This is an optimization exercise on Yosys and OpenROAD, whose aim is small area and a short achievable clock period, not a production implementation.
For this run, only the layout was checked, not whether the RTL still works.
Power and IR drop assume default switching activity.

`flow/run.sh`:
```
#!/bin/bash
# synth_recipe.tcl (not shown) runs the flow's synth.tcl, then flattens the netlist and writes it again
# the make line also repeats each setting of config.mk as NAME=value (left out here)
make -C /OpenROAD-flow-scripts/flow DESIGN_CONFIG=/design/flow/config.mk WORK_HOME=/design/flow/orfs CLKGATE_MAP_FILE= SYNTH_SCRIPT=/design/flow/synth_recipe.tcl finish
```
`flow/config.mk`:
```
export PLATFORM = sky130hd
export DESIGN_NAME = FP16_mcl
export DESIGN_NICKNAME = FP16_mcl
export VERILOG_FILES = /design/flow/design.v
export SDC_FILE = /design/flow/constraint.sdc
export NUM_CORES = 4
export LEC_CHECK = 0
export ABC_CLOCK_PERIOD_IN_PS = 3500
export CAP_MARGIN = 20
export CORE_MARGIN = 2
export CORE_UTILIZATION = 60
export CTS_BUF_LIST = sky130_fd_sc_hd__clkbuf_4 sky130_fd_sc_hd__clkbuf_8
export SETUP_SLACK_MARGIN = 2.0
export SLEW_MARGIN = 20
```
`flow/constraint.sdc`:
```
create_clock -name core_clock -period 5.5 [get_ports {clk}]
set_input_delay 1.1000 -clock core_clock [delete_from_list [all_inputs] [get_ports {clk}]]
set_output_delay 1.1000 -clock core_clock [all_outputs]
set_load 0.01 [all_outputs]
```
`flow/design.v`:
```
module FP16_mcl(
    input [15:0] data1,
    input [15:0] data2,
    input rst,
    input input_valid,
    input clk,
    output reg [15:0] datanew,
    output reg output_update
    );
    wire G1;
    wire G10;
    wire G11;
    wire G12;
    wire G13;
    wire G14;
    wire G15;
    wire G16;
    wire G17;
    wire G18;
    wire G19;
    wire G2;
    wire G20;
    wire G21;
    wire G22;
    wire G23;
    wire G24;
    wire G25;
    wire G26;
    wire G27;
    wire G28;
    wire G29;
    wire G3;
    wire G30;
    wire G31;
    wire G32;
    wire G33;
    wire G34;
    wire G35;
    wire G36;
    wire G37;
    wire G38;
    wire G39;
    wire G4;
    wire G40;
    wire G41;
    wire G42;
    wire G43;
    wire G44;
    wire G45;
    wire G5;
    wire G6;
    wire G7;
    wire G8;
    wire G9;
    wire P1;
    wire P10;
    wire P11;
    wire P12;
    wire P13;
    wire P14;
    wire P15;
    wire P16;
    wire P17;
    wire P18;
    wire P19;
    wire P2;
    wire P20;
    wire P21;
    wire P22;
    wire P23;
    wire P24;
    wire P25;
    wire P26;
    wire P27;
    wire P28;
    wire P29;
    wire P3;
    wire P30;
    wire P31;
    wire P32;
    wire P33;
    wire P4;
    wire P5;
    wire P6;
    wire P7;
    wire P8;
    wire P9;
    wire bm5_0;
    wire bm5_1;
    wire bm5_10;
    wire bm5_11;
    wire bm5_2;
    wire bm5_3;
    wire bm5_4;
    wire bm5_5;
    wire bm5_6;
    wire bm5_7;
    wire bm5_8;
    wire bm5_9;
    wire bp0_0;
    wire bp0_1;
    wire bp0_10;
    wire bp0_11;
    wire bp0_2;
    wire bp0_3;
    wire bp0_4;
    wire bp0_5;
    wire bp0_6;
    wire bp0_7;
    wire bp0_8;
    wire bp0_9;
    wire bp1_0;
    wire bp1_1;
    wire bp1_10;
    wire bp1_11;
    wire bp1_2;
    wire bp1_3;
    wire bp1_4;
    wire bp1_5;
    wire bp1_6;
    wire bp1_7;
    wire bp1_8;
    wire bp1_9;
    wire bp2_0;
    wire bp2_1;
    wire bp2_10;
    wire bp2_11;
    wire bp2_2;
    wire bp2_3;
    wire bp2_4;
    wire bp2_5;
    wire bp2_6;
    wire bp2_7;
    wire bp2_8;
    wire bp2_9;
    wire bp3_0;
    wire bp3_1;
    wire bp3_10;
    wire bp3_11;
    wire bp3_2;
    wire bp3_3;
    wire bp3_4;
    wire bp3_5;
    wire bp3_6;
    wire bp3_7;
    wire bp3_8;
    wire bp3_9;
    wire bp4_0;
    wire bp4_1;
    wire bp4_10;
    wire bp4_11;
    wire bp4_2;
    wire bp4_3;
    wire bp4_4;
    wire bp4_5;
    wire bp4_6;
    wire bp4_7;
    wire bp4_8;
    wire bp4_9;
    wire fc_1_10_2;
    wire fc_1_10_3;
    wire fc_1_11_4;
    wire fc_1_11_5;
    wire fc_1_12_6;
    wire fc_1_12_7;
    wire fc_1_13_8;
    wire fc_1_13_9;
    wire fc_1_14_10;
    wire fc_1_14_11;
    wire fc_1_15_12;
    wire fc_1_16_13;
    wire fc_1_8_0;
    wire fc_1_9_1;
    wire fc_2_10_18;
    wire fc_2_11_19;
    wire fc_2_12_20;
    wire fc_2_13_21;
    wire fc_2_14_22;
    wire fc_2_15_23;
    wire fc_2_16_24;
    wire fc_2_17_25;
    wire fc_2_18_26;
    wire fc_2_6_14;
    wire fc_2_7_15;
    wire fc_2_8_16;
    wire fc_2_9_17;
    wire fc_3_10_33;
    wire fc_3_11_34;
    wire fc_3_12_35;
    wire fc_3_13_36;
    wire fc_3_14_37;
    wire fc_3_15_38;
    wire fc_3_16_39;
    wire fc_3_17_40;
    wire fc_3_18_41;
    wire fc_3_19_42;
    wire fc_3_20_43;
    wire fc_3_4_27;
    wire fc_3_5_28;
    wire fc_3_6_29;
    wire fc_3_7_30;
    wire fc_3_8_31;
    wire fc_3_9_32;
    wire fs_1_10_2;
    wire fs_1_10_3;
    wire fs_1_11_4;
    wire fs_1_11_5;
    wire fs_1_12_6;
    wire fs_1_12_7;
    wire fs_1_13_8;
    wire fs_1_13_9;
    wire fs_1_14_10;
    wire fs_1_14_11;
    wire fs_1_15_12;
    wire fs_1_16_13;
    wire fs_1_8_0;
    wire fs_1_9_1;
    wire fs_2_10_18;
    wire fs_2_11_19;
    wire fs_2_12_20;
    wire fs_2_13_21;
    wire fs_2_14_22;
    wire fs_2_15_23;
    wire fs_2_16_24;
    wire fs_2_17_25;
    wire fs_2_18_26;
    wire fs_2_6_14;
    wire fs_2_7_15;
    wire fs_2_8_16;
    wire fs_2_9_17;
    wire fs_3_10_33;
    wire fs_3_11_34;
    wire fs_3_12_35;
    wire fs_3_13_36;
    wire fs_3_14_37;
    wire fs_3_15_38;
    wire fs_3_16_39;
    wire fs_3_17_40;
    wire fs_3_18_41;
    wire fs_3_19_42;
    wire fs_3_20_43;
    wire fs_3_4_27;
    wire fs_3_5_28;
    wire fs_3_6_29;
    wire fs_3_7_30;
    wire fs_3_8_31;
    wire fs_3_9_32;
    wire g0;
    wire g10;
    wire g11;
    wire g12;
    wire g13;
    wire g14;
    wire g15;
    wire g16;
    wire g17;
    wire g18;
    wire g19;
    wire g2;
    wire g20;
    wire g21;
    wire g3;
    wire g4;
    wire g5;
    wire g6;
    wire g7;
    wire g8;
    wire g9;
    wire hc_1_6_0;
    wire hc_1_7_1;
    wire hc_1_8_2;
    wire hc_1_9_3;
    wire hc_2_4_4;
    wire hc_2_5_5;
    wire hc_3_2_6;
    wire hc_3_3_7;
    wire hs_1_6_0;
    wire hs_1_7_1;
    wire hs_1_8_2;
    wire hs_1_9_3;
    wire hs_2_4_4;
    wire hs_2_5_5;
    wire hs_3_2_6;
    wire hs_3_3_7;
    wire n_bm5_11_c21;
    wire n_bm5_2_c12;
    wire n_bm5_2_c13;
    wire n_bm5_5_c15;
    wire n_bm5_7_c17;
    wire n_bm5_9_c19;
    wire neg0;
    wire neg1;
    wire neg2;
    wire neg3;
    wire neg4;
    wire nneg0;
    wire nneg1;
    wire nneg2;
    wire nneg3;
    wire nneg4;
    wire one0;
    wire one1;
    wire one2;
    wire one3;
    wire one4;
    wire p0;
    wire p10;
    wire p11;
    wire p12;
    wire p13;
    wire p14;
    wire p15;
    wire p16;
    wire p17;
    wire p18;
    wire p19;
    wire p2;
    wire p20;
    wire p21;
    wire p3;
    wire p4;
    wire p5;
    wire p6;
    wire p7;
    wire p8;
    wire p9;
    wire ps10;
    wire ps11;
    wire ps12;
    wire ps13;
    wire ps14;
    wire ps15;
    wire ps16;
    wire ps17;
    wire ps18;
    wire ps19;
    wire ps20;
    wire ps21;
    wire ps9;
    wire sg0;
    wire two0;
    wire two1;
    wire two2;
    wire two3;
    wire two4;
    wire z9_0;
    reg bp0_0_r1;
    reg neg0_r1;
    reg hs_3_2_6_r1;
    reg neg1_r1;
    reg hs_3_3_7_r1;
    reg hc_3_2_6_r1;
    reg fs_3_4_27_r1;
    reg hc_3_3_7_r1;
    reg fs_3_5_28_r1;
    reg fc_3_4_27_r1;
    reg fs_3_6_29_r1;
    reg fc_3_5_28_r1;
    reg fs_3_7_30_r1;
    reg fc_3_6_29_r1;
    reg fs_3_8_31_r1;
    reg fc_3_7_30_r1;
    reg fs_3_9_32_r1;
    reg fc_3_8_31_r1;
    reg fs_3_10_33_r1;
    reg fc_3_9_32_r1;
    reg fs_3_11_34_r1;
    reg fc_3_10_33_r1;
    reg fs_3_12_35_r1;
    reg fc_3_11_34_r1;
    reg fs_3_13_36_r1;
    reg fc_3_12_35_r1;
    reg fs_3_14_37_r1;
    reg fc_3_13_36_r1;
    reg fs_3_15_38_r1;
    reg fc_3_14_37_r1;
    reg fs_3_16_39_r1;
    reg fc_3_15_38_r1;
    reg fs_3_17_40_r1;
    reg fc_3_16_39_r1;
    reg fs_3_18_41_r1;
    reg fc_3_17_40_r1;
    reg fs_3_19_42_r1;
    reg fc_3_18_41_r1;
    reg fs_3_20_43_r1;
    reg fc_3_19_42_r1;
    reg n_bm5_11_c21_r1;
    reg fc_3_20_43_r1;
    reg bp0_1_r1;
    reg z9_0_r1;
    reg es0_5_r1;
    reg es0_4_r1;
    reg es0_3_r1;
    reg es0_2_r1;
    reg es0_1_r1;
    reg es0_0_r1;
    reg sg0_r1;
    wire inf0 = (&data1[14:10]) | (&data2[14:10]);
    wire zero0 = ~(|data1[14:0]) | ~(|data2[14:0]);
    wire [5:0] esum0 = data1[14:10] + data2[14:10];
    wire [5:0] es0 = inf0 ? 6'd63 : zero0 ? 6'd0 : esum0;
    assign sg0 = data1[15] ^ data2[15];
    wire [10:0] t1, t2;
    assign t1[0] = 1'b1;
    assign t1[1] = ~(|data1[0:0]);
    assign t1[2] = ~(|data1[1:0]);
    assign t1[3] = ~(|data1[2:0]);
    assign t1[4] = ~(|data1[3:0]);
    assign t1[5] = ~(|data1[4:0]);
    assign t1[6] = ~(|data1[5:0]);
    assign t1[7] = ~(|data1[6:0]);
    assign t1[8] = ~(|data1[7:0]);
    assign t1[9] = ~(|data1[8:0]);
    assign t1[10] = ~(|data1[9:0]);
    assign t2[0] = 1'b1;
    assign t2[1] = ~(|data2[0:0]);
    assign t2[2] = ~(|data2[1:0]);
    assign t2[3] = ~(|data2[2:0]);
    assign t2[4] = ~(|data2[3:0]);
    assign t2[5] = ~(|data2[4:0]);
    assign t2[6] = ~(|data2[5:0]);
    assign t2[7] = ~(|data2[6:0]);
    assign t2[8] = ~(|data2[7:0]);
    assign t2[9] = ~(|data2[8:0]);
    assign t2[10] = ~(|data2[9:0]);
    assign z9_0 = (t1[0] & t2[9]) | (t1[1] & t2[8]) | (t1[2] & t2[7]) | (t1[3] & t2[6]) | (t1[4] & t2[5]) | (t1[5] & t2[4]) | (t1[6] & t2[3]) | (t1[7] & t2[2]) | (t1[8] & t2[1]) | (t1[9] & t2[0]);
    assign neg0 = data2[1] & ~(data2[0] & 1'b0);
    assign one0 = data2[0] ^ 1'b0;
    assign two0 = (data2[1] & ~data2[0] & ~1'b0) | (~data2[1] & data2[0] & 1'b0);
    assign bp0_0 = ((one0 & data1[0])) ^ neg0;
    assign bp0_1 = ((one0 & data1[1]) | (two0 & data1[0])) ^ neg0;
    assign bp0_2 = ((one0 & data1[2]) | (two0 & data1[1])) ^ neg0;
    assign bp0_3 = ((one0 & data1[3]) | (two0 & data1[2])) ^ neg0;
    assign bp0_4 = ((one0 & data1[4]) | (two0 & data1[3])) ^ neg0;
    assign bp0_5 = ((one0 & data1[5]) | (two0 & data1[4])) ^ neg0;
    assign bp0_6 = ((one0 & data1[6]) | (two0 & data1[5])) ^ neg0;
    assign bp0_7 = ((one0 & data1[7]) | (two0 & data1[6])) ^ neg0;
    assign bp0_8 = ((one0 & data1[8]) | (two0 & data1[7])) ^ neg0;
    assign bp0_9 = ((one0 & data1[9]) | (two0 & data1[8])) ^ neg0;
    assign bp0_10 = ((one0 & 1'b1) | (two0 & data1[9])) ^ neg0;
    assign bp0_11 = ((two0 & 1'b1)) ^ neg0;
    assign nneg0 = ~neg0;
    assign neg1 = data2[3] & ~(data2[2] & data2[1]);
    assign one1 = data2[2] ^ data2[1];
    assign two1 = (data2[3] & ~data2[2] & ~data2[1]) | (~data2[3] & data2[2] & data2[1]);
    assign bp1_0 = ((one1 & data1[0])) ^ neg1;
    assign bp1_1 = ((one1 & data1[1]) | (two1 & data1[0])) ^ neg1;
    assign bp1_2 = ((one1 & data1[2]) | (two1 & data1[1])) ^ neg1;
    assign bp1_3 = ((one1 & data1[3]) | (two1 & data1[2])) ^ neg1;
    assign bp1_4 = ((one1 & data1[4]) | (two1 & data1[3])) ^ neg1;
    assign bp1_5 = ((one1 & data1[5]) | (two1 & data1[4])) ^ neg1;
    assign bp1_6 = ((one1 & data1[6]) | (two1 & data1[5])) ^ neg1;
    assign bp1_7 = ((one1 & data1[7]) | (two1 & data1[6])) ^ neg1;
    assign bp1_8 = ((one1 & data1[8]) | (two1 & data1[7])) ^ neg1;
    assign bp1_9 = ((one1 & data1[9]) | (two1 & data1[8])) ^ neg1;
    assign bp1_10 = ((one1 & 1'b1) | (two1 & data1[9])) ^ neg1;
    assign bp1_11 = ((two1 & 1'b1)) ^ neg1;
    assign nneg1 = ~neg1;
    assign neg2 = data2[5] & ~(data2[4] & data2[3]);
    assign one2 = data2[4] ^ data2[3];
    assign two2 = (data2[5] & ~data2[4] & ~data2[3]) | (~data2[5] & data2[4] & data2[3]);
    assign bp2_0 = ((one2 & data1[0])) ^ neg2;
    assign bp2_1 = ((one2 & data1[1]) | (two2 & data1[0])) ^ neg2;
    assign bp2_2 = ((one2 & data1[2]) | (two2 & data1[1])) ^ neg2;
    assign bp2_3 = ((one2 & data1[3]) | (two2 & data1[2])) ^ neg2;
    assign bp2_4 = ((one2 & data1[4]) | (two2 & data1[3])) ^ neg2;
    assign bp2_5 = ((one2 & data1[5]) | (two2 & data1[4])) ^ neg2;
    assign bp2_6 = ((one2 & data1[6]) | (two2 & data1[5])) ^ neg2;
    assign bp2_7 = ((one2 & data1[7]) | (two2 & data1[6])) ^ neg2;
    assign bp2_8 = ((one2 & data1[8]) | (two2 & data1[7])) ^ neg2;
    assign bp2_9 = ((one2 & data1[9]) | (two2 & data1[8])) ^ neg2;
    assign bp2_10 = ((one2 & 1'b1) | (two2 & data1[9])) ^ neg2;
    assign bp2_11 = ((two2 & 1'b1)) ^ neg2;
    assign nneg2 = ~neg2;
    assign neg3 = data2[7] & ~(data2[6] & data2[5]);
    assign one3 = data2[6] ^ data2[5];
    assign two3 = (data2[7] & ~data2[6] & ~data2[5]) | (~data2[7] & data2[6] & data2[5]);
    assign bp3_0 = ((one3 & data1[0])) ^ neg3;
    assign bp3_1 = ((one3 & data1[1]) | (two3 & data1[0])) ^ neg3;
    assign bp3_2 = ((one3 & data1[2]) | (two3 & data1[1])) ^ neg3;
    assign bp3_3 = ((one3 & data1[3]) | (two3 & data1[2])) ^ neg3;
    assign bp3_4 = ((one3 & data1[4]) | (two3 & data1[3])) ^ neg3;
    assign bp3_5 = ((one3 & data1[5]) | (two3 & data1[4])) ^ neg3;
    assign bp3_6 = ((one3 & data1[6]) | (two3 & data1[5])) ^ neg3;
    assign bp3_7 = ((one3 & data1[7]) | (two3 & data1[6])) ^ neg3;
    assign bp3_8 = ((one3 & data1[8]) | (two3 & data1[7])) ^ neg3;
    assign bp3_9 = ((one3 & data1[9]) | (two3 & data1[8])) ^ neg3;
    assign bp3_10 = ((one3 & 1'b1) | (two3 & data1[9])) ^ neg3;
    assign bp3_11 = ((two3 & 1'b1)) ^ neg3;
    assign nneg3 = ~neg3;
    assign neg4 = data2[9] & ~(data2[8] & data2[7]);
    assign one4 = data2[8] ^ data2[7];
    assign two4 = (data2[9] & ~data2[8] & ~data2[7]) | (~data2[9] & data2[8] & data2[7]);
    assign bp4_0 = ((one4 & data1[0])) ^ neg4;
    assign bp4_1 = ((one4 & data1[1]) | (two4 & data1[0])) ^ neg4;
    assign bp4_2 = ((one4 & data1[2]) | (two4 & data1[1])) ^ neg4;
    assign bp4_3 = ((one4 & data1[3]) | (two4 & data1[2])) ^ neg4;
    assign bp4_4 = ((one4 & data1[4]) | (two4 & data1[3])) ^ neg4;
    assign bp4_5 = ((one4 & data1[5]) | (two4 & data1[4])) ^ neg4;
    assign bp4_6 = ((one4 & data1[6]) | (two4 & data1[5])) ^ neg4;
    assign bp4_7 = ((one4 & data1[7]) | (two4 & data1[6])) ^ neg4;
    assign bp4_8 = ((one4 & data1[8]) | (two4 & data1[7])) ^ neg4;
    assign bp4_9 = ((one4 & data1[9]) | (two4 & data1[8])) ^ neg4;
    assign bp4_10 = ((one4 & 1'b1) | (two4 & data1[9])) ^ neg4;
    assign bp4_11 = ((two4 & 1'b1)) ^ neg4;
    assign nneg4 = ~neg4;
    assign bm5_0 = data2[9] ? 1'b0 : data1[0];
    assign bm5_1 = data2[9] ? data1[0] : data1[1];
    assign bm5_2 = data2[9] ? data1[1] : data1[2];
    assign bm5_3 = data2[9] ? data1[2] : data1[3];
    assign bm5_4 = data2[9] ? data1[3] : data1[4];
    assign bm5_5 = data2[9] ? data1[4] : data1[5];
    assign bm5_6 = data2[9] ? data1[5] : data1[6];
    assign bm5_7 = data2[9] ? data1[6] : data1[7];
    assign bm5_8 = data2[9] ? data1[7] : data1[8];
    assign bm5_9 = data2[9] ? data1[8] : data1[9];
    assign bm5_10 = data2[9] ? data1[9] : 1'b1;
    assign bm5_11 = data2[9];
    assign n_bm5_2_c12 = ~bm5_2;
    assign n_bm5_2_c13 = ~bm5_2;
    assign n_bm5_5_c15 = ~bm5_5;
    assign n_bm5_7_c17 = ~bm5_7;
    assign n_bm5_9_c19 = ~bm5_9;
    assign n_bm5_11_c21 = ~bm5_11;
    assign hs_1_6_0 = bp0_6 ^ bp1_4;
    assign hc_1_6_0 = bp0_6 & bp1_4;
    assign hs_1_7_1 = bp0_7 ^ bp1_5;
    assign hc_1_7_1 = bp0_7 & bp1_5;
    assign fs_1_8_0 = bp0_8 ^ bp1_6 ^ bp2_4;
    assign fc_1_8_0 = (bp0_8 & bp1_6) | (bp0_8 & bp2_4) | (bp1_6 & bp2_4);
    assign hs_1_8_2 = bp3_2 ^ bp4_0;
    assign hc_1_8_2 = bp3_2 & bp4_0;
    assign fs_1_9_1 = bp0_9 ^ bp1_7 ^ bp2_5;
    assign fc_1_9_1 = (bp0_9 & bp1_7) | (bp0_9 & bp2_5) | (bp1_7 & bp2_5);
    assign hs_1_9_3 = bp3_3 ^ bp4_1;
    assign hc_1_9_3 = bp3_3 & bp4_1;
    assign fs_1_10_2 = bp0_10 ^ bp1_8 ^ bp2_6;
    assign fc_1_10_2 = (bp0_10 & bp1_8) | (bp0_10 & bp2_6) | (bp1_8 & bp2_6);
    assign fs_1_10_3 = bp3_4 ^ bp4_2 ^ bm5_0;
    assign fc_1_10_3 = (bp3_4 & bp4_2) | (bp3_4 & bm5_0) | (bp4_2 & bm5_0);
    assign fs_1_11_4 = bp0_11 ^ bp1_9 ^ bp2_7;
    assign fc_1_11_4 = (bp0_11 & bp1_9) | (bp0_11 & bp2_7) | (bp1_9 & bp2_7);
    assign fs_1_11_5 = bp3_5 ^ bp4_3 ^ bm5_1;
    assign fc_1_11_5 = (bp3_5 & bp4_3) | (bp3_5 & bm5_1) | (bp4_3 & bm5_1);
    assign fs_1_12_6 = nneg0 ^ bp1_10 ^ bp2_8;
    assign fc_1_12_6 = (nneg0 & bp1_10) | (nneg0 & bp2_8) | (bp1_10 & bp2_8);
    assign fs_1_12_7 = bp3_6 ^ bp4_4 ^ n_bm5_2_c12;
    assign fc_1_12_7 = (bp3_6 & bp4_4) | (bp3_6 & n_bm5_2_c12) | (bp4_4 & n_bm5_2_c12);
    assign fs_1_13_8 = bp1_11 ^ bp2_9 ^ bp3_7;
    assign fc_1_13_8 = (bp1_11 & bp2_9) | (bp1_11 & bp3_7) | (bp2_9 & bp3_7);
    assign fs_1_13_9 = bp4_5 ^ bm5_3 ^ n_bm5_2_c13;
    assign fc_1_13_9 = (bp4_5 & bm5_3) | (bp4_5 & n_bm5_2_c13) | (bm5_3 & n_bm5_2_c13);
    assign fs_1_14_10 = nneg1 ^ bp2_10 ^ bp3_8;
    assign fc_1_14_10 = (nneg1 & bp2_10) | (nneg1 & bp3_8) | (bp2_10 & bp3_8);
    assign fs_1_14_11 = bp4_6 ^ bm5_4 ^ bm5_2;
    assign fc_1_14_11 = (bp4_6 & bm5_4) | (bp4_6 & bm5_2) | (bm5_4 & bm5_2);
    assign fs_1_15_12 = bp2_11 ^ bp3_9 ^ bp4_7;
    assign fc_1_15_12 = (bp2_11 & bp3_9) | (bp2_11 & bp4_7) | (bp3_9 & bp4_7);
    assign fs_1_16_13 = nneg2 ^ bp3_10 ^ bp4_8;
    assign fc_1_16_13 = (nneg2 & bp3_10) | (nneg2 & bp4_8) | (bp3_10 & bp4_8);
    assign hs_2_4_4 = bp0_4 ^ bp1_2;
    assign hc_2_4_4 = bp0_4 & bp1_2;
    assign hs_2_5_5 = bp0_5 ^ bp1_3;
    assign hc_2_5_5 = bp0_5 & bp1_3;
    assign fs_2_6_14 = hs_1_6_0 ^ bp2_2 ^ bp3_0;
    assign fc_2_6_14 = (hs_1_6_0 & bp2_2) | (hs_1_6_0 & bp3_0) | (bp2_2 & bp3_0);
    assign fs_2_7_15 = hs_1_7_1 ^ bp2_3 ^ bp3_1;
    assign fc_2_7_15 = (hs_1_7_1 & bp2_3) | (hs_1_7_1 & bp3_1) | (bp2_3 & bp3_1);
    assign fs_2_8_16 = fs_1_8_0 ^ hs_1_8_2 ^ neg4;
    assign fc_2_8_16 = (fs_1_8_0 & hs_1_8_2) | (fs_1_8_0 & neg4) | (hs_1_8_2 & neg4);
    assign fs_2_9_17 = fs_1_9_1 ^ hs_1_9_3 ^ fc_1_8_0;
    assign fc_2_9_17 = (fs_1_9_1 & hs_1_9_3) | (fs_1_9_1 & fc_1_8_0) | (hs_1_9_3 & fc_1_8_0);
    assign fs_2_10_18 = fs_1_10_2 ^ fs_1_10_3 ^ fc_1_9_1;
    assign fc_2_10_18 = (fs_1_10_2 & fs_1_10_3) | (fs_1_10_2 & fc_1_9_1) | (fs_1_10_3 & fc_1_9_1);
    assign fs_2_11_19 = fs_1_11_4 ^ fs_1_11_5 ^ fc_1_10_2;
    assign fc_2_11_19 = (fs_1_11_4 & fs_1_11_5) | (fs_1_11_4 & fc_1_10_2) | (fs_1_11_5 & fc_1_10_2);
    assign fs_2_12_20 = fs_1_12_6 ^ fs_1_12_7 ^ fc_1_11_4;
    assign fc_2_12_20 = (fs_1_12_6 & fs_1_12_7) | (fs_1_12_6 & fc_1_11_4) | (fs_1_12_7 & fc_1_11_4);
    assign fs_2_13_21 = fs_1_13_8 ^ fs_1_13_9 ^ fc_1_12_6;
    assign fc_2_13_21 = (fs_1_13_8 & fs_1_13_9) | (fs_1_13_8 & fc_1_12_6) | (fs_1_13_9 & fc_1_12_6);
    assign fs_2_14_22 = fs_1_14_10 ^ fs_1_14_11 ^ fc_1_13_8;
    assign fc_2_14_22 = (fs_1_14_10 & fs_1_14_11) | (fs_1_14_10 & fc_1_13_8) | (fs_1_14_11 & fc_1_13_8);
    assign fs_2_15_23 = fs_1_15_12 ^ n_bm5_5_c15 ^ fc_1_14_10;
    assign fc_2_15_23 = (fs_1_15_12 & n_bm5_5_c15) | (fs_1_15_12 & fc_1_14_10) | (n_bm5_5_c15 & fc_1_14_10);
    assign fs_2_16_24 = fs_1_16_13 ^ bm5_6 ^ bm5_5;
    assign fc_2_16_24 = (fs_1_16_13 & bm5_6) | (fs_1_16_13 & bm5_5) | (bm5_6 & bm5_5);
    assign fs_2_17_25 = bp3_11 ^ bp4_9 ^ n_bm5_7_c17;
    assign fc_2_17_25 = (bp3_11 & bp4_9) | (bp3_11 & n_bm5_7_c17) | (bp4_9 & n_bm5_7_c17);
    assign fs_2_18_26 = nneg3 ^ bp4_10 ^ bm5_8;
    assign fc_2_18_26 = (nneg3 & bp4_10) | (nneg3 & bm5_8) | (bp4_10 & bm5_8);
    assign hs_3_2_6 = bp0_2 ^ bp1_0;
    assign hc_3_2_6 = bp0_2 & bp1_0;
    assign hs_3_3_7 = bp0_3 ^ bp1_1;
    assign hc_3_3_7 = bp0_3 & bp1_1;
    assign fs_3_4_27 = hs_2_4_4 ^ bp2_0 ^ neg2;
    assign fc_3_4_27 = (hs_2_4_4 & bp2_0) | (hs_2_4_4 & neg2) | (bp2_0 & neg2);
    assign fs_3_5_28 = hs_2_5_5 ^ bp2_1 ^ hc_2_4_4;
    assign fc_3_5_28 = (hs_2_5_5 & bp2_1) | (hs_2_5_5 & hc_2_4_4) | (bp2_1 & hc_2_4_4);
    assign fs_3_6_29 = fs_2_6_14 ^ neg3 ^ hc_2_5_5;
    assign fc_3_6_29 = (fs_2_6_14 & neg3) | (fs_2_6_14 & hc_2_5_5) | (neg3 & hc_2_5_5);
    assign fs_3_7_30 = fs_2_7_15 ^ hc_1_6_0 ^ fc_2_6_14;
    assign fc_3_7_30 = (fs_2_7_15 & hc_1_6_0) | (fs_2_7_15 & fc_2_6_14) | (hc_1_6_0 & fc_2_6_14);
    assign fs_3_8_31 = fs_2_8_16 ^ hc_1_7_1 ^ fc_2_7_15;
    assign fc_3_8_31 = (fs_2_8_16 & hc_1_7_1) | (fs_2_8_16 & fc_2_7_15) | (hc_1_7_1 & fc_2_7_15);
    assign fs_3_9_32 = fs_2_9_17 ^ hc_1_8_2 ^ fc_2_8_16;
    assign fc_3_9_32 = (fs_2_9_17 & hc_1_8_2) | (fs_2_9_17 & fc_2_8_16) | (hc_1_8_2 & fc_2_8_16);
    assign fs_3_10_33 = fs_2_10_18 ^ hc_1_9_3 ^ fc_2_9_17;
    assign fc_3_10_33 = (fs_2_10_18 & hc_1_9_3) | (fs_2_10_18 & fc_2_9_17) | (hc_1_9_3 & fc_2_9_17);
    assign fs_3_11_34 = fs_2_11_19 ^ fc_1_10_3 ^ fc_2_10_18;
    assign fc_3_11_34 = (fs_2_11_19 & fc_1_10_3) | (fs_2_11_19 & fc_2_10_18) | (fc_1_10_3 & fc_2_10_18);
    assign fs_3_12_35 = fs_2_12_20 ^ fc_1_11_5 ^ fc_2_11_19;
    assign fc_3_12_35 = (fs_2_12_20 & fc_1_11_5) | (fs_2_12_20 & fc_2_11_19) | (fc_1_11_5 & fc_2_11_19);
    assign fs_3_13_36 = fs_2_13_21 ^ fc_1_12_7 ^ fc_2_12_20;
    assign fc_3_13_36 = (fs_2_13_21 & fc_1_12_7) | (fs_2_13_21 & fc_2_12_20) | (fc_1_12_7 & fc_2_12_20);
    assign fs_3_14_37 = fs_2_14_22 ^ fc_1_13_9 ^ fc_2_13_21;
    assign fc_3_14_37 = (fs_2_14_22 & fc_1_13_9) | (fs_2_14_22 & fc_2_13_21) | (fc_1_13_9 & fc_2_13_21);
    assign fs_3_15_38 = fs_2_15_23 ^ fc_1_14_11 ^ fc_2_14_22;
    assign fc_3_15_38 = (fs_2_15_23 & fc_1_14_11) | (fs_2_15_23 & fc_2_14_22) | (fc_1_14_11 & fc_2_14_22);
    assign fs_3_16_39 = fs_2_16_24 ^ fc_1_15_12 ^ fc_2_15_23;
    assign fc_3_16_39 = (fs_2_16_24 & fc_1_15_12) | (fs_2_16_24 & fc_2_15_23) | (fc_1_15_12 & fc_2_15_23);
    assign fs_3_17_40 = fs_2_17_25 ^ fc_1_16_13 ^ fc_2_16_24;
    assign fc_3_17_40 = (fs_2_17_25 & fc_1_16_13) | (fs_2_17_25 & fc_2_16_24) | (fc_1_16_13 & fc_2_16_24);
    assign fs_3_18_41 = fs_2_18_26 ^ bm5_7 ^ fc_2_17_25;
    assign fc_3_18_41 = (fs_2_18_26 & bm5_7) | (fs_2_18_26 & fc_2_17_25) | (bm5_7 & fc_2_17_25);
    assign fs_3_19_42 = bp4_11 ^ n_bm5_9_c19 ^ fc_2_18_26;
    assign fc_3_19_42 = (bp4_11 & n_bm5_9_c19) | (bp4_11 & fc_2_18_26) | (n_bm5_9_c19 & fc_2_18_26);
    assign fs_3_20_43 = nneg4 ^ bm5_10 ^ bm5_9;
    assign fc_3_20_43 = (nneg4 & bm5_10) | (nneg4 & bm5_9) | (bm5_10 & bm5_9);
    assign g0 = bp0_0_r1 & neg0_r1;
    assign p0 = bp0_0_r1 ^ neg0_r1;
    assign g2 = hs_3_2_6_r1 & neg1_r1;
    assign p2 = hs_3_2_6_r1 ^ neg1_r1;
    assign g3 = hs_3_3_7_r1 & hc_3_2_6_r1;
    assign p3 = hs_3_3_7_r1 ^ hc_3_2_6_r1;
    assign g4 = fs_3_4_27_r1 & hc_3_3_7_r1;
    assign p4 = fs_3_4_27_r1 ^ hc_3_3_7_r1;
    assign g5 = fs_3_5_28_r1 & fc_3_4_27_r1;
    assign p5 = fs_3_5_28_r1 ^ fc_3_4_27_r1;
    assign g6 = fs_3_6_29_r1 & fc_3_5_28_r1;
    assign p6 = fs_3_6_29_r1 ^ fc_3_5_28_r1;
    assign g7 = fs_3_7_30_r1 & fc_3_6_29_r1;
    assign p7 = fs_3_7_30_r1 ^ fc_3_6_29_r1;
    assign g8 = fs_3_8_31_r1 & fc_3_7_30_r1;
    assign p8 = fs_3_8_31_r1 ^ fc_3_7_30_r1;
    assign g9 = fs_3_9_32_r1 & fc_3_8_31_r1;
    assign p9 = fs_3_9_32_r1 ^ fc_3_8_31_r1;
    assign g10 = fs_3_10_33_r1 & fc_3_9_32_r1;
    assign p10 = fs_3_10_33_r1 ^ fc_3_9_32_r1;
    assign g11 = fs_3_11_34_r1 & fc_3_10_33_r1;
    assign p11 = fs_3_11_34_r1 ^ fc_3_10_33_r1;
    assign g12 = fs_3_12_35_r1 & fc_3_11_34_r1;
    assign p12 = fs_3_12_35_r1 ^ fc_3_11_34_r1;
    assign g13 = fs_3_13_36_r1 & fc_3_12_35_r1;
    assign p13 = fs_3_13_36_r1 ^ fc_3_12_35_r1;
    assign g14 = fs_3_14_37_r1 & fc_3_13_36_r1;
    assign p14 = fs_3_14_37_r1 ^ fc_3_13_36_r1;
    assign g15 = fs_3_15_38_r1 & fc_3_14_37_r1;
    assign p15 = fs_3_15_38_r1 ^ fc_3_14_37_r1;
    assign g16 = fs_3_16_39_r1 & fc_3_15_38_r1;
    assign p16 = fs_3_16_39_r1 ^ fc_3_15_38_r1;
    assign g17 = fs_3_17_40_r1 & fc_3_16_39_r1;
    assign p17 = fs_3_17_40_r1 ^ fc_3_16_39_r1;
    assign g18 = fs_3_18_41_r1 & fc_3_17_40_r1;
    assign p18 = fs_3_18_41_r1 ^ fc_3_17_40_r1;
    assign g19 = fs_3_19_42_r1 & fc_3_18_41_r1;
    assign p19 = fs_3_19_42_r1 ^ fc_3_18_41_r1;
    assign g20 = fs_3_20_43_r1 & fc_3_19_42_r1;
    assign p20 = fs_3_20_43_r1 ^ fc_3_19_42_r1;
    assign g21 = n_bm5_11_c21_r1 & fc_3_20_43_r1;
    assign p21 = n_bm5_11_c21_r1 ^ fc_3_20_43_r1;
    assign G1 = bp0_1_r1 & g0;
    assign P1 = bp0_1_r1 & p0;
    assign G2 = g3 | (p3 & g2);
    assign P2 = p3 & p2;
    assign G3 = g5 | (p5 & g4);
    assign P3 = p5 & p4;
    assign G4 = g7 | (p7 & g6);
    assign P4 = p7 & p6;
    assign G5 = g2 | (p2 & G1);
    assign P5 = p2 & P1;
    assign G6 = G2 | (P2 & G1);
    assign P6 = P2 & P1;
    assign G7 = g6 | (p6 & G3);
    assign P7 = p6 & P3;
    assign G8 = G4 | (P4 & G3);
    assign P8 = P4 & P3;
    assign G9 = g4 | (p4 & G6);
    assign P9 = p4 & P6;
    assign G10 = G3 | (P3 & G6);
    assign P10 = P3 & P6;
    assign G11 = G7 | (P7 & G6);
    assign P11 = P7 & P6;
    assign G12 = G8 | (P8 & G6);
    assign P12 = P8 & P6;
    assign G13 = g8 | (p8 & G12);
    assign P13 = p8 & P12;
    assign G14 = g10 | (p10 & g9);
    assign P14 = p10 & p9;
    assign G15 = g12 | (p12 & g11);
    assign P15 = p12 & p11;
    assign G16 = g14 | (p14 & g13);
    assign P16 = p14 & p13;
    assign G17 = g16 | (p16 & g15);
    assign P17 = p16 & p15;
    assign G18 = g18 | (p18 & g17);
    assign P18 = p18 & p17;
    assign G19 = g20 | (p20 & g19);
    assign P19 = p20 & p19;
    assign G20 = g11 | (p11 & G14);
    assign P20 = p11 & P14;
    assign G21 = G15 | (P15 & G14);
    assign P21 = P15 & P14;
    assign G22 = g15 | (p15 & G16);
    assign P22 = p15 & P16;
    assign G23 = G17 | (P17 & G16);
    assign P23 = P17 & P16;
    assign G24 = g19 | (p19 & G18);
    assign P24 = p19 & P18;
    assign G25 = G19 | (P19 & G18);
    assign P25 = P19 & P18;
    assign G26 = g13 | (p13 & G21);
    assign P26 = p13 & P21;
    assign G27 = G16 | (P16 & G21);
    assign P27 = P16 & P21;
    assign G28 = G22 | (P22 & G21);
    assign P28 = P22 & P21;
    assign G29 = G23 | (P23 & G21);
    assign P29 = P23 & P21;
    assign G30 = g17 | (p17 & G29);
    assign P30 = p17 & P29;
    assign G31 = G18 | (P18 & G29);
    assign P31 = P18 & P29;
    assign G32 = G24 | (P24 & G29);
    assign P32 = P24 & P29;
    assign G33 = G25 | (P25 & G29);
    assign P33 = P25 & P29;
    assign G34 = g9 | (p9 & G13);
    assign G35 = G14 | (P14 & G13);
    assign G36 = G20 | (P20 & G13);
    assign G37 = G21 | (P21 & G13);
    assign G38 = G26 | (P26 & G13);
    assign G39 = G27 | (P27 & G13);
    assign G40 = G28 | (P28 & G13);
    assign G41 = G29 | (P29 & G13);
    assign G42 = G30 | (P30 & G13);
    assign G43 = G31 | (P31 & G13);
    assign G44 = G32 | (P32 & G13);
    assign G45 = G33 | (P33 & G13);
    assign ps9 = p9 ^ G13;
    assign ps10 = p10 ^ G34;
    assign ps11 = p11 ^ G35;
    assign ps12 = p12 ^ G36;
    assign ps13 = p13 ^ G37;
    assign ps14 = p14 ^ G38;
    assign ps15 = p15 ^ G39;
    assign ps16 = p16 ^ G40;
    assign ps17 = p17 ^ G41;
    assign ps18 = p18 ^ G42;
    assign ps19 = p19 ^ G43;
    assign ps20 = p20 ^ G44;
    assign ps21 = p21 ^ G45;
    wire [10:0] pH = {ps21, ps20, ps19, ps18, ps17, ps16, ps15, ps14, ps13, ps12, ps11};
    wire [10:0] pL = {ps20, ps19, ps18, ps17, ps16, ps15, ps14, ps13, ps12, ps11, ps10};
    wire h = ps21;
    wire z9 = z9_0_r1;
    wire upH = ps10 & (ps11 | ps9 | ~z9);
    wire upL = ps9 & (ps10 | ~z9);
    wire [11:0] incL;
    wire [10:0] incH;
    assign incL[0] = ~pL[0];
    assign incH[0] = ~pH[0];
    assign incL[1] = pL[1] ^ (&pL[0:0]);
    assign incH[1] = pH[1] ^ (&pH[0:0]);
    assign incL[2] = pL[2] ^ (&pL[1:0]);
    assign incH[2] = pH[2] ^ (&pH[1:0]);
    assign incL[3] = pL[3] ^ (&pL[2:0]);
    assign incH[3] = pH[3] ^ (&pH[2:0]);
    assign incL[4] = pL[4] ^ (&pL[3:0]);
    assign incH[4] = pH[4] ^ (&pH[3:0]);
    assign incL[5] = pL[5] ^ (&pL[4:0]);
    assign incH[5] = pH[5] ^ (&pH[4:0]);
    assign incL[6] = pL[6] ^ (&pL[5:0]);
    assign incH[6] = pH[6] ^ (&pH[5:0]);
    assign incL[7] = pL[7] ^ (&pL[6:0]);
    assign incH[7] = pH[7] ^ (&pH[6:0]);
    assign incL[8] = pL[8] ^ (&pL[7:0]);
    assign incH[8] = pH[8] ^ (&pH[7:0]);
    assign incL[9] = pL[9] ^ (&pL[8:0]);
    assign incH[9] = pH[9] ^ (&pH[8:0]);
    assign incL[10] = pL[10] ^ (&pL[9:0]);
    assign incH[10] = pH[10] ^ (&pH[9:0]);
    assign incL[11] = &pL[10:0];
    wire ovf = ~h & upL & incL[11];
    wire [9:0] frac = h ? (upH ? incH[9:0] : pH[9:0]) : (upL ? incL[9:0] : pL[9:0]);
    wire k = h | ovf;
    wire [5:0] esr = {es0_5_r1, es0_4_r1, es0_3_r1, es0_2_r1, es0_1_r1, es0_0_r1};
    wire sat = k ? (esr >= 6'd45) : (esr >= 6'd46);
    wire flz = k ? (esr <= 6'd14) : (esr <= 6'd15);
    wire [4:0] eo = esr[4:0] + (k ? 5'd18 : 5'd17);
    wire sg = sg0_r1;
    wire [15:0] res = sat ? {sg, 15'h7fff} : flz ? 16'h0000 : {sg, eo, frac};
    reg [0:0] vld;
    always @(posedge clk or posedge rst)
        if (rst) begin
            vld <= 1'd0;
            output_update <= 1'b0;
        end else begin
            vld <= input_valid;
            output_update <= vld[0];
        end
    always @(posedge clk) begin
        bp0_0_r1 <= bp0_0;
        neg0_r1 <= neg0;
        hs_3_2_6_r1 <= hs_3_2_6;
        neg1_r1 <= neg1;
        hs_3_3_7_r1 <= hs_3_3_7;
        hc_3_2_6_r1 <= hc_3_2_6;
        fs_3_4_27_r1 <= fs_3_4_27;
        hc_3_3_7_r1 <= hc_3_3_7;
        fs_3_5_28_r1 <= fs_3_5_28;
        fc_3_4_27_r1 <= fc_3_4_27;
        fs_3_6_29_r1 <= fs_3_6_29;
        fc_3_5_28_r1 <= fc_3_5_28;
        fs_3_7_30_r1 <= fs_3_7_30;
        fc_3_6_29_r1 <= fc_3_6_29;
        fs_3_8_31_r1 <= fs_3_8_31;
        fc_3_7_30_r1 <= fc_3_7_30;
        fs_3_9_32_r1 <= fs_3_9_32;
        fc_3_8_31_r1 <= fc_3_8_31;
        fs_3_10_33_r1 <= fs_3_10_33;
        fc_3_9_32_r1 <= fc_3_9_32;
        fs_3_11_34_r1 <= fs_3_11_34;
        fc_3_10_33_r1 <= fc_3_10_33;
        fs_3_12_35_r1 <= fs_3_12_35;
        fc_3_11_34_r1 <= fc_3_11_34;
        fs_3_13_36_r1 <= fs_3_13_36;
        fc_3_12_35_r1 <= fc_3_12_35;
        fs_3_14_37_r1 <= fs_3_14_37;
        fc_3_13_36_r1 <= fc_3_13_36;
        fs_3_15_38_r1 <= fs_3_15_38;
        fc_3_14_37_r1 <= fc_3_14_37;
        fs_3_16_39_r1 <= fs_3_16_39;
        fc_3_15_38_r1 <= fc_3_15_38;
        fs_3_17_40_r1 <= fs_3_17_40;
        fc_3_16_39_r1 <= fc_3_16_39;
        fs_3_18_41_r1 <= fs_3_18_41;
        fc_3_17_40_r1 <= fc_3_17_40;
        fs_3_19_42_r1 <= fs_3_19_42;
        fc_3_18_41_r1 <= fc_3_18_41;
        fs_3_20_43_r1 <= fs_3_20_43;
        fc_3_19_42_r1 <= fc_3_19_42;
        n_bm5_11_c21_r1 <= n_bm5_11_c21;
        fc_3_20_43_r1 <= fc_3_20_43;
        bp0_1_r1 <= bp0_1;
        z9_0_r1 <= z9_0;
        es0_5_r1 <= es0[5];
        es0_4_r1 <= es0[4];
        es0_3_r1 <= es0[3];
        es0_2_r1 <= es0[2];
        es0_1_r1 <= es0[1];
        es0_0_r1 <= es0[0];
        sg0_r1 <= sg0;
        datanew <= res;
    end
endmodule
```
==> summary.md <==
| Metric | Value |
|---|---|
| Power density over cell area | `between 600 and 700 nW/um^2` |
| Nets@finish | `863` |
| Fmax | `roughly 0.26 GHz` |
| Ys async rst share | `2.90%` |
| Syn Nets | `775` |
| Die Width | `104 um` |
| Gpl congestion | `0.885` |
| Avg Inst Size Synth | `9.32 sq um` |
| Final period util | `69.5%` |
| Count leader, synth | `dfxtp_1` |
| # hold bufs at CTS | `0` |
| Fin util | `between 70% and 80%` |
| Biggest register | `datanew` |
| Crit. End Element | `register` |
| Root buf cell | `clkbuf_8` |
| Port Buffers | `a little over 50` |
| Top post-synthesis cells by area | `dfxtp_1 (22%), fa_1 (15%), ha_1 (9.5%)` |
| Total gr overflow | `0` |
| Num ports | `52` |
| Final Slew Violations | `0` |
| ANT nets after route | `0` |
| Initial antenna violation count | `0` |
| Worst-path clk slew | `about 0.070 ns` |
| Post-synth cell types | `64` |
| CTS tree | `built` |
| Number of synthesized register bits | `69` |
| Mapped Area | `a little over 6000 sq um` |
| Synth cell count leaders | `dfxtp_1 (67), inv_1 (50), fa_1 (46), ha_1 (46), xnor2_1 (46)` |
| Avg Vias per Cell | `a little under 6` |
| Drt drc | `0` |
| Mapped Cells | `648` |
| Crit Path Class | `reg -> reg` |
| Worst Tran Pin Value | `~0.71 ns` |
| Endpoints failing hold | `0` |
| Worst hold path class | `reg -> reg` |
| Core area | `~9800 sq um` |
| Yosys top cell area share | `22.2%` |
| DR vias | `between 5000 and 6000` |
| VDD IR max | `0.518 mV` |
| Yosys warns | `1` |
| Max FO, Critical Path | `4` |
| Die height | `104 um` |
| Crit start category | `register` |
| Antenna cell count | `0` |
| Worst Skew | `0.0106 ns` |
| Sequential-to-total area share from yosys stat | `between 20 and 25%` |
| CP required | `5.80 ns` |
| Hold_ws | `between 0.3 and 0.4 ns` |
| Final HPWL DP | `10.7 mm` |
| Primary FF master, synth | `dfxtp_1` |
| DR pass1 iterations | `4` |
| Die area | `10900 sq um` |
| Leading area contributor after synthesis | `dfxtp_1` |
| First-pass GRT wire length | `24.8 mm` |
| Max reg flops | `16` |
| RSZ-0062 raised after global routing | `yes` |
| Rows | `36` |
| Slew margin rel. | `between 50% and 60%` |
| Drt wl/cell | `17.8 um` |
| Pleak | `3.34 nW` |
| Critical path arrival | `4.12 ns` |
| Layout area overhead | `28.0%` |
| CTS Sinks | `slightly below 70` |
| Post-synth EDFFs | `0` |
| H-tree depth | `3` |
| DR iter-0 viols | `235` |
| GRT Resource Usage Total | `approximately 28%` |
| Largest net degree at the start of global routing | `23` |
| Initial Util | `around 62%` |
| Clk buf depth | `2` |
| Cts bufs inserted | `9` |
| Status | `no timing/DRC/antenna violations` |
| Clk latency of the worst-skew pair | `0.37 ns` |
| Post-route setup TNS | `0 ns` |
| Max_cap viols | `0` |
| Share of cells above drive strength 1 | `27.4%` |
| Min Clock Period, post-route | `3.82 ns` |
| Vias in the first global route | `5067` |
| Final WL | `15.5 mm` |
| Finish-stage setup viols | `0` |
routing by layer:
| metal | wire (um) | GRT usage (%) | vias to the layer above | share of wire, % |
|---|---|---|---|---|
| li1 | - | - | 2437 | - |
| met1 | 6210 | 34.5 | 2461 | 40 |
| met2 | 7690 | 49.1 | 218 | 50 |
| met3 | 1150 | 7.02 | 43 | 7.4 |
| met4 | 469 | 10.0 | 0 | 3.0 |
| met5 | 0 | 0 | - | 0 |
where the power goes:
part | total [mW] | internal (mW) | switching (mW) | leakage (nW)
registers | 0.790 | 0.713 | 0.0774 | 0.588
logic | 3.77 | 1.75 | 2.01 | 2.66
clock network | 0.404 | 0.206 | 0.197 | 0.0950
area by class of cell:
| class | count | area, sq um |
|---|---|---|
| Fill cell | 642 | 2040 |
| Tap cell | 133 | 166 |
| Timing Repair Buffer | 113 | 975 |
| Inverter | 55 | 226 |
| Multi-Input combinational cell | 488 | 4780 |
| Clock buffer | 9 | 124 |
| Sequential cell | 69 | 1400 |
| Clock inverter | 6 | 65.1 |
what timing repair did:
action                     4_1_cts  5_1_grt
setup endpoints to repair       41       33
gates cloned                     2        1
resized for setup               70       71
pin swaps                       24       36
setup buffers                   36       14
layout by cell type (no fill, tap or decap), drive strengths merged, types with 6 or more instances in the layout:
cell / n
nand2: 40
inv: 55
a21oi: 45
a22o: 8
a21o: 11
clkdlybuf4s50: 32
o21ai: 22
a211oi: 6
and2: 6
nand3: 9
nor2: 27
mux2: 8
xor2: 28
xnor2: 46
fa: 46
a22oi: 38
nand2b: 8
nor3: 11
dfxtp: 67
clkbuf: 20
mux2i: 21
ha: 46
buf: 66
final timing paths:
kind,startpoint,to,slack (ns),cells after the start
max,fs_3_7_30_r1,datanew[14],1.68,20
min,vld,output_update,0.36,0
max reg2reg,fs_3_7_30_r1,datanew[14],1.68,20
min reg2reg,vld,output_update,0.36,0
max in group asynchronous,rst,output_update,4.50,2
min in group asynchronous,rst,vld,0.89,2
cells by family after synthesis:
logic type,share of synthesized area (%)
muxes,4.97
adders and majority gates,24.8
buffers and inverters,6.01
xor gates and xnor gates,11.1
DFF,23.0
AOI/OAI and AO/OA,18.4
and+or+nand+nor,11.7
critical path: stages (launching register included):
cell and delay, ns:
dfxtp_2 0.33, ha_4 0.25, and4_4 0.20, and2_4 0.13
a221o_2 0.38, inv_2 0.10, fa_2 0.26, xor2_4 0.18
inv_2 0.07, ha_4 0.17, nand2_2 0.05, mux2i_1 0.07
and4_1 0.22, a41o_4 0.29, inv_6 0.08, ha_4 0.13
inv_2 0.04, fa_2 0.41, nor3b_2 0.24, a21oi_2 0.05
nand3_1 0.10
metrics by stage:
stage	worst slack [ns]	total power [mW]	cells	area (sq um)
finish	1.68	4.96	873	7730
global route	1.56	5.41	873	7730
detailed placement	0.846	4.04	805	6800
floorplan	1.83	3.33	648	6300
CTS	1.76	4.75	858	7460
global placement	0.951	3.89	805	6800

==> what the ideal ports hide <==
Ports are ideal in the flow. The routed layout listed here was re-timed in OpenROAD.
Step 1: set_driving_cell puts a clkbuf_16 on clk and a buf_2 on each other input, an assumption about the parent block.
Step 2 adds t to the input delays and takes it off the output delays; t is the mean of the earliest and latest rising clock arrival at the registers after step 1. Input paths then give back, and output paths get back, about the clock's delay inside the block.
a / b / c = ideal ports / drivers / drivers and shift; a / b = the first two.
shift t [ns]: 0.391
slack for setup (ns): 1.676 / 1.676 / 1.625
latest minus earliest clock arrival (ns): 0.010 / 0.011
slew at the worst register clock pin (ns): 0.08 / 0.08
After both steps this run still meets setup and hold. The setup slack of this run moves by 0.000 ns with the drivers and by -0.051 ns with both steps.
